This design comes from an exercise in tuning for small area, a short achievable clock period and few clock cycles per item on the open sky130 flow, not from production work. RTL that was checked went through simulation tests only; none was proved equivalent to the original.

==> wip/ember <==
// mul_div_unit
module mul_div_unit #(
  parameter XLEN = 64
)(
  input  wire                clk,
  input  wire                reset_n,
  input  wire                start,
  input  wire  [3:0]         operation,
  input  wire                is_word_op,
  input  wire  [XLEN-1:0]    operand_a,
  input  wire  [XLEN-1:0]    operand_b,
  output wire  [XLEN-1:0]    result,
  output wire                busy,
  output wire                ready
);
==> flow/config.mk <==
export PLATFORM = sky130hd
export DESIGN_NAME = mul_div_unit
export DESIGN_NICKNAME = mul_div_unit
export VERILOG_FILES = /design/flow/design.v
export SDC_FILE = /design/flow/constraint.sdc
export NUM_CORES = 4
export LEC_CHECK = 0
export CAP_MARGIN = 20
export CORE_MARGIN = 2
export CORE_UTILIZATION = 45
export SETUP_SLACK_MARGIN = 1.5
export SLEW_MARGIN = 20
export TNS_END_PERCENT = 10
==> flow/constraint.sdc <==
create_clock -name core_clock -period 6.0 [get_ports {clk}]
set_input_delay 1.2000 -clock core_clock [delete_from_list [all_inputs] [get_ports {clk}]]
set_output_delay 1.2000 -clock core_clock [all_outputs]
set_load 0.01 [all_outputs]
run.sh (not shown) runs the stock make flow with config.mk's settings and CLKGATE_MAP_FILE= SYNTH_SCRIPT=/design/flow/synth_recipe.tcl, a recipe that flattens the netlist after the stock synthesis.
==> wip/delta (differences from wip/ember) <==
--- a/flow/design.v
+++ b/flow/design.v
@@ -24,13 +24,13 @@
   assign p[0] = p0;
   genvar l, i;
   generate
     for (l = 0; l < 7; l = l + 1) begin : lv
       for (i = 0; i < N; i = i + 1) begin : bt
-        if (i >= (1 << l)) begin : op
-          assign g[l+1][i] = g[l][i] | (p[l][i] & g[l][i - (1 << l)]);
-          assign p[l+1][i] = p[l][i] & p[l][i - (1 << l)];
+        if (((i >> l) & 1) == 1) begin : op
+          assign g[l+1][i] = g[l][i] | (p[l][i] & g[l][((i >> l) << l) - 1]);
+          assign p[l+1][i] = p[l][i] & p[l][((i >> l) << l) - 1];
         end else begin : pass
           assign g[l+1][i] = g[l][i];
           assign p[l+1][i] = p[l][i];
         end
       end
@@ -105,15 +105,14 @@
   localparam S_MEXT  = 2;
   localparam S_SKIP  = 3;
   localparam S_DPREP = 4;
   localparam S_ABSB  = 5;
   localparam S_LZ    = 6;
-  localparam S_SHIFT = 7;
-  localparam S_DIT   = 8;
-  localparam S_CORR  = 9;
-  localparam S_FIN   = 10;
-  localparam NS      = 11;
+  localparam S_DIT   = 7;
+  localparam S_CORR  = 8;
+  localparam S_FIN   = 9;
+  localparam NS      = 10;
   reg [NS-1:0] st;
   reg          rdy;
   reg          bsy;
   reg [65:0] ra;
   reg [63:0] rx;
@@ -123,13 +122,12 @@
   reg        e5;         
   reg [2:0]  opr;
   reg        wr;
   reg        sn, sd;     
   reg        negq;       
-  reg [6:0]  lzn_r, lzd_r;
   reg        osel;       
-  reg        ohi;        
+  reg        o32;        
   reg        a_sx, a_en, a_inv;     
   reg        sel1, sel2, bneg;      
   reg        tsel1, tsel2, tneg;    
   reg        a_q;                   
   reg        cx;                    
@@ -172,16 +170,18 @@
     end
   endfunction
   wire [6:0] lzn, lzd;
   mdu_lzc64 lz_n (.v(ra[63:0]), .lz(lzn));
   mdu_lzc64 lz_d (.v(rx),       .lz(lzd));
-  wire [7:0] sdiff = {1'b0, lzd_r} - {1'b0, lzn_r};
-  wire       dz    = lzd_r[6];
+  wire [7:0] sdiff = {1'b0, lzd} - {1'b0, lzn};
+  wire       dz    = lzd[6];
   wire       qz    = sdiff[7];            
   wire       neg_n = d_sg & ra[63];
   wire       neg_d = d_sg & rx[63];
-  wire       c_neg = d_rem ? sn : ((sn ^ sd) & ~dz);
+  wire       c_sn  = st[S_LZ] & sn;
+  wire       c_neg = d_rem ? c_sn : ((c_sn ^ (st[S_LZ] & sd)) & ~dz);
+  wire       norm  = st[S_LZ] | (st[S_DPREP] & ~neg_n & ~neg_d);
   reg [NS-1:0] st_n;
   reg          done;
   reg          osel_n;
   reg          negq_n;
   always @(*) begin
@@ -195,34 +195,32 @@
         else st_n[S_IDLE] = 1'b1;
       end
       st[S_MIT]: begin
         osel_n = ~hi;
         if (cnt != 6'd0) st_n[S_MIT] = 1'b1;
-        else if (mc != (wr ? 2'd1 : 2'd3)) st_n[S_SKIP] = 1'b1;
+        else if (~mc[0]) st_n[S_SKIP] = 1'b1;
         else if (e5) st_n[S_MEXT] = 1'b1;
         else done = 1'b1;
       end
       st[S_MEXT]: done = 1'b1;
-      st[S_SKIP]: begin
-        if (cnt != 6'd0) st_n[S_SKIP] = 1'b1;
-        else done = 1'b1;
-      end
-      st[S_DPREP]: begin
-        if (neg_d) st_n[S_ABSB] = 1'b1;
-        else if (neg_n) st_n[S_LZ] = 1'b1;
-        else st_n[S_SHIFT] = 1'b1;
-      end
-      st[S_ABSB]:  st_n[S_LZ] = 1'b1;
-      st[S_LZ]:    st_n[S_SHIFT] = 1'b1;
-      st[S_SHIFT]: begin
-        negq_n = c_neg;
-        if (dz | qz) begin
+      st[S_SKIP]: done = 1'b1;
+      st[S_DPREP], st[S_LZ]: begin
+        if (st[S_DPREP] & neg_d) st_n[S_ABSB] = 1'b1;
+        else if (st[S_DPREP] & neg_n) st_n[S_LZ] = 1'b1;
+        else if (st[S_DPREP] & sum[68]) begin
           osel_n = ~d_rem;
-          if (d_rem & sn) st_n[S_FIN] = 1'b1;
-          else done = 1'b1;
-        end else st_n[S_DIT] = 1'b1;
+          done = 1'b1;
+        end else begin
+          negq_n = c_neg;
+          if (dz | qz) begin
+            osel_n = ~d_rem;
+            if (d_rem & c_sn) st_n[S_FIN] = 1'b1;
+            else done = 1'b1;
+          end else st_n[S_DIT] = 1'b1;
+        end
       end
+      st[S_ABSB]:  st_n[S_LZ] = 1'b1;
       st[S_DIT]: begin
         if (cnt != 6'd0) st_n[S_DIT] = 1'b1;
         else begin
           osel_n = ~d_rem;
           if (d_rem & sum[68]) st_n[S_CORR] = 1'b1;
@@ -252,44 +250,75 @@
       rdy <= done;
       if (st[S_IDLE]) bsy <= start;
       else if (done) bsy <= 1'b0;
     end
   end
-  wire fin_rem  = st_n[S_FIN] & d_rem;
-  wire fin_quot = st_n[S_FIN] & ~d_rem;
+  wire i_negn = ~operation[0] & a_in[63];
+  wire cnt0   = (cnt == 6'd0);
+  wire fixr   = d_rem & sum[68];            
+  reg       a_sx_n, a_en_n, a_inv_n, a_q_n;
   reg [2:0] bd0_n, bd1_n;
   always @(*) begin
-    bd0_n = 3'b000;
-    bd1_n = 3'b000;
-    if (st[S_IDLE] & st_n[S_MIT]) begin
-      bd0_n = booth({y0[1:0], 1'b0});
-      bd1_n = booth(y0[3:1]);
-    end else if (st_n[S_MIT]) begin
-      bd0_n = booth(rl[5:3]);
-      bd1_n = booth(rl[7:5]);
-    end else if (st_n[S_MEXT]) begin
-      bd0_n = 3'b100;                         
-    end else if (st_n[S_ABSB] | (st[S_SHIFT] & st_n[S_DIT])) begin
-      bd0_n = 3'b101;                         
-    end else if (st[S_DIT] & (st_n[S_DIT] | st_n[S_CORR])) begin
-      bd0_n = {1'b1, 1'b0, ~sum[68]};         
-    end
+    a_sx_n  = 1'b1;
+    a_en_n  = 1'b1;
+    a_inv_n = 1'b0;
+    a_q_n   = 1'b0;
+    bd0_n   = 3'b000;
+    bd1_n   = 3'b000;
+    case (1'b1)
+      st[S_IDLE]: begin
+        if (operation[2]) begin
+          a_sx_n  = 1'b0;
+          a_inv_n = i_negn;
+          bd0_n   = i_negn ? 3'b000 : 3'b101;
+        end else begin
+          bd0_n = booth({y0[1:0], 1'b0});
+          bd1_n = booth(y0[3:1]);
+        end
+      end
+      st[S_MIT]: begin
+        if (cnt0) bd0_n = 3'b100;             
+        else begin
+          bd0_n = booth(rl[5:3]);
+          bd1_n = booth(rl[7:5]);
+        end
+      end
+      st[S_DPREP]: begin
+        a_en_n = ~neg_d;
+        bd0_n  = 3'b101;
+      end
+      st[S_LZ]: begin
+        a_inv_n = (dz | qz) & c_neg;
+        bd0_n   = (dz | qz) ? 3'b000 : 3'b101;
+      end
+      st[S_DIT]: begin
+        if (cnt0) begin
+          a_sx_n  = d_rem | ~negq;
+          a_en_n  = d_rem | ~negq;
+          a_q_n   = ~d_rem & negq;
+          a_inv_n = negq & ~fixr;
+          bd0_n   = {fixr, 2'b00};
+        end else
+          bd0_n = {1'b1, 1'b0, ~sum[68]};     
+      end
+      st[S_CORR]: begin
+        a_inv_n = negq;
+      end
+      default: ;
+    endcase
   end
   always @(posedge clk) begin
-    a_sx  <= st_n[S_MIT] | st_n[S_MEXT] | st_n[S_DIT] | st_n[S_CORR];
-    a_en  <= st_n[S_MIT] | st_n[S_MEXT] | st_n[S_DIT] | st_n[S_CORR] |
-             st_n[S_DPREP] | fin_rem;
-    a_inv <= st_n[S_DPREP] | (st_n[S_FIN] & negq_n);
-    cx    <= st_n[S_DPREP] | (st_n[S_FIN] & negq_n);
-    a_q   <= fin_quot;
+    a_sx  <= a_sx_n;
+    a_en  <= a_en_n;
+    a_inv <= a_inv_n;
+    cx    <= a_inv_n;
+    a_q   <= a_q_n;
     {sel1, sel2, bneg}    <= bd0_n;
     {tsel1, tsel2, tneg}  <= bd1_n;
     osel  <= osel_n;
-    ohi   <= st[S_IDLE] ? (is_word_op & ~operation[2]) : ohi;
+    o32   <= st[S_MIT] ? ~mc[1] : (st[S_IDLE] ? 1'b0 : o32);
     negq  <= negq_n;
-    lzn_r <= lzn;
-    lzd_r <= lzd;
   end
   always @(posedge clk) begin
     case (1'b1)
       st[S_IDLE]: begin
         opr <= operation[2:0];
@@ -309,36 +338,29 @@
         cnt <= (mm == 3'd5) ? 6'd15 : {2'b00, mm[1:0] - 2'd1, 2'b11};
       end
       st[S_MIT]: begin
         ra  <= {sum[68], sum[68:4]};
         rl  <= {sum[3:0], rl[63:4]};
-        cnt <= (cnt == 6'd0) ? {4'd0, (wr ? 2'd0 : 2'd2) - mc} : cnt - 6'd1;
+        cnt <= cnt - 6'd1;
       end
       st[S_MEXT]: begin
         ra <= sum[65:0];
       end
       st[S_SKIP]: begin
         ra  <= {{16{ra[65]}}, ra[65:16]};
         rl  <= {ra[15:0], rl[63:16]};
-        cnt <= cnt - 6'd1;
       end
       st[S_DPREP]: begin
         sn <= neg_n;
         sd <= neg_d;
+        rl <= 64'd0;
         if (neg_n)
           ra <= {2'b00, sum[63:0]};
       end
       st[S_ABSB]: begin
         rx <= sum[63:0];
       end
-      st[S_SHIFT]: begin
-        rl <= {64{dz}};
-        if (~(dz | qz)) begin
-          rx  <= rx << sdiff[5:0];
-          cnt <= sdiff[5:0];
-        end
-      end
       st[S_DIT]: begin
         ra  <= sum[65:0];
         rl  <= {rl[62:0], ~sum[68]};
         if (cnt != 6'd0)
           rx <= {1'b0, rx[63:1]};
@@ -350,12 +372,19 @@
       st[S_FIN]: begin
         ra <= {2'b00, sum[63:0]};
       end
       default: ;
     endcase
+    if (norm) begin
+      rl <= {64{dz}};
+      if (~(dz | qz)) begin
+        rx  <= rx << sdiff[5:0];
+        cnt <= sdiff[5:0];
+      end
+    end
   end
-  wire [63:0] rv = osel ? rl : ra[63:0];
-  wire [31:0] rw = ohi ? rl[63:32] : rv[31:0];
-  assign result = wr ? {{32{rw[31]}}, rw} : rv;
+  wire [63:0] rv = o32 ? (osel ? {ra[31:0], rl[63:32]} : {{30{ra[65]}}, ra[65:32]})
+                      : (osel ? rl : ra[63:0]);
+  assign result = wr ? {{32{rv[31]}}, rv[31:0]} : rv;
   assign busy   = bsy;
   assign ready  = rdy;
 endmodule
- CORE_UTILIZATION: 45 -> 40
- SETUP_SLACK_MARGIN: 1.5 -> 1.7
- TNS_END_PERCENT: 10 -> unset
==> impl_metrics.tcl <==
set metrics [dict create \
    synth_compound_area_share_pct 29.4 \
    post_cts_buffers 47 \
    multi_input_area_share_pct 60.0 \
    stdcell_count 5476 \
    wl_met1_um 67200 \
    hold_end "bsy" \
    cts.sinks 250 \
    worst_slew_pin_slew_ns 1.32 \
    fillers 6666 \
    met1_usage_pct 62.1 \
    n_all_inverters 189 \
    diodes 2 \
    sh_seq_area_pct 17.8 \
    totalWireLength_um 181000 \
    die_x_um 271 \
    status "no timing/DRC/antenna violations" \
]
-- figures above: wip/ember

==> impl_metrics.tcl <==
set metrics [dict create \
    post_cts_buffers 193 \
    sh_seq_area_pct 13.9 \
    core_um2 78600 \
    totalWireLength_um 189000 \
    n_all_inverters 172 \
    status "no timing/DRC/antenna violations" \
    multi_input_area_share_pct 61.0 \
    worst_slew_pin_slew_ns 1.18 \
    hold_end "st[3]" \
    die_x_um 285 \
    worstSetupStartpointType "register" \
    crit_type "register to register" \
    met1_usage_pct 55.4 \
    diodes 3 \
    cp_common_cell "buf_4" \
    fillers 7182 \
    wl_met1_um 67100 \
]
-- figures above: wip/delta

Testbench counts of wip/delta, summed over its fixed seeds: cycles 33,120, ops 3,200.
The RTL of wip/ember was laid out without a check of its function.

static timing again, ports no longer ideal:
Ports are ideal in the flow. The routed layouts listed here were re-timed in OpenROAD. Step 1 sets driving cells, clkbuf_16 on the clock port and buf_2 on the other inputs (assumed; they add their load-dependent delay and slew). Step 2 times the ports against the registers' clock, not the clock port: input delays grow and output delays shrink by t, the midpoint of the rising clock arrivals with the driver on. a / b / c = ideal / step 1 / step 2; a / b = the first two.
run	t, ns	slack for setup (ns)	worst setup path at the end	latest minus earliest clock arrival (ns)
wip/ember	0.670	1.001 / 1.001 / 0.812	input to register	0.044 / 0.044
wip/delta	0.682	0.720 / 0.720 / 0.720	register to register	0.036 / 0.036
After both steps setup and hold are still met in every run listed. For wip/ember, which loses most, drivers alone change the setup slack by 0.000 ns; drivers and shift together by -0.189 ns.
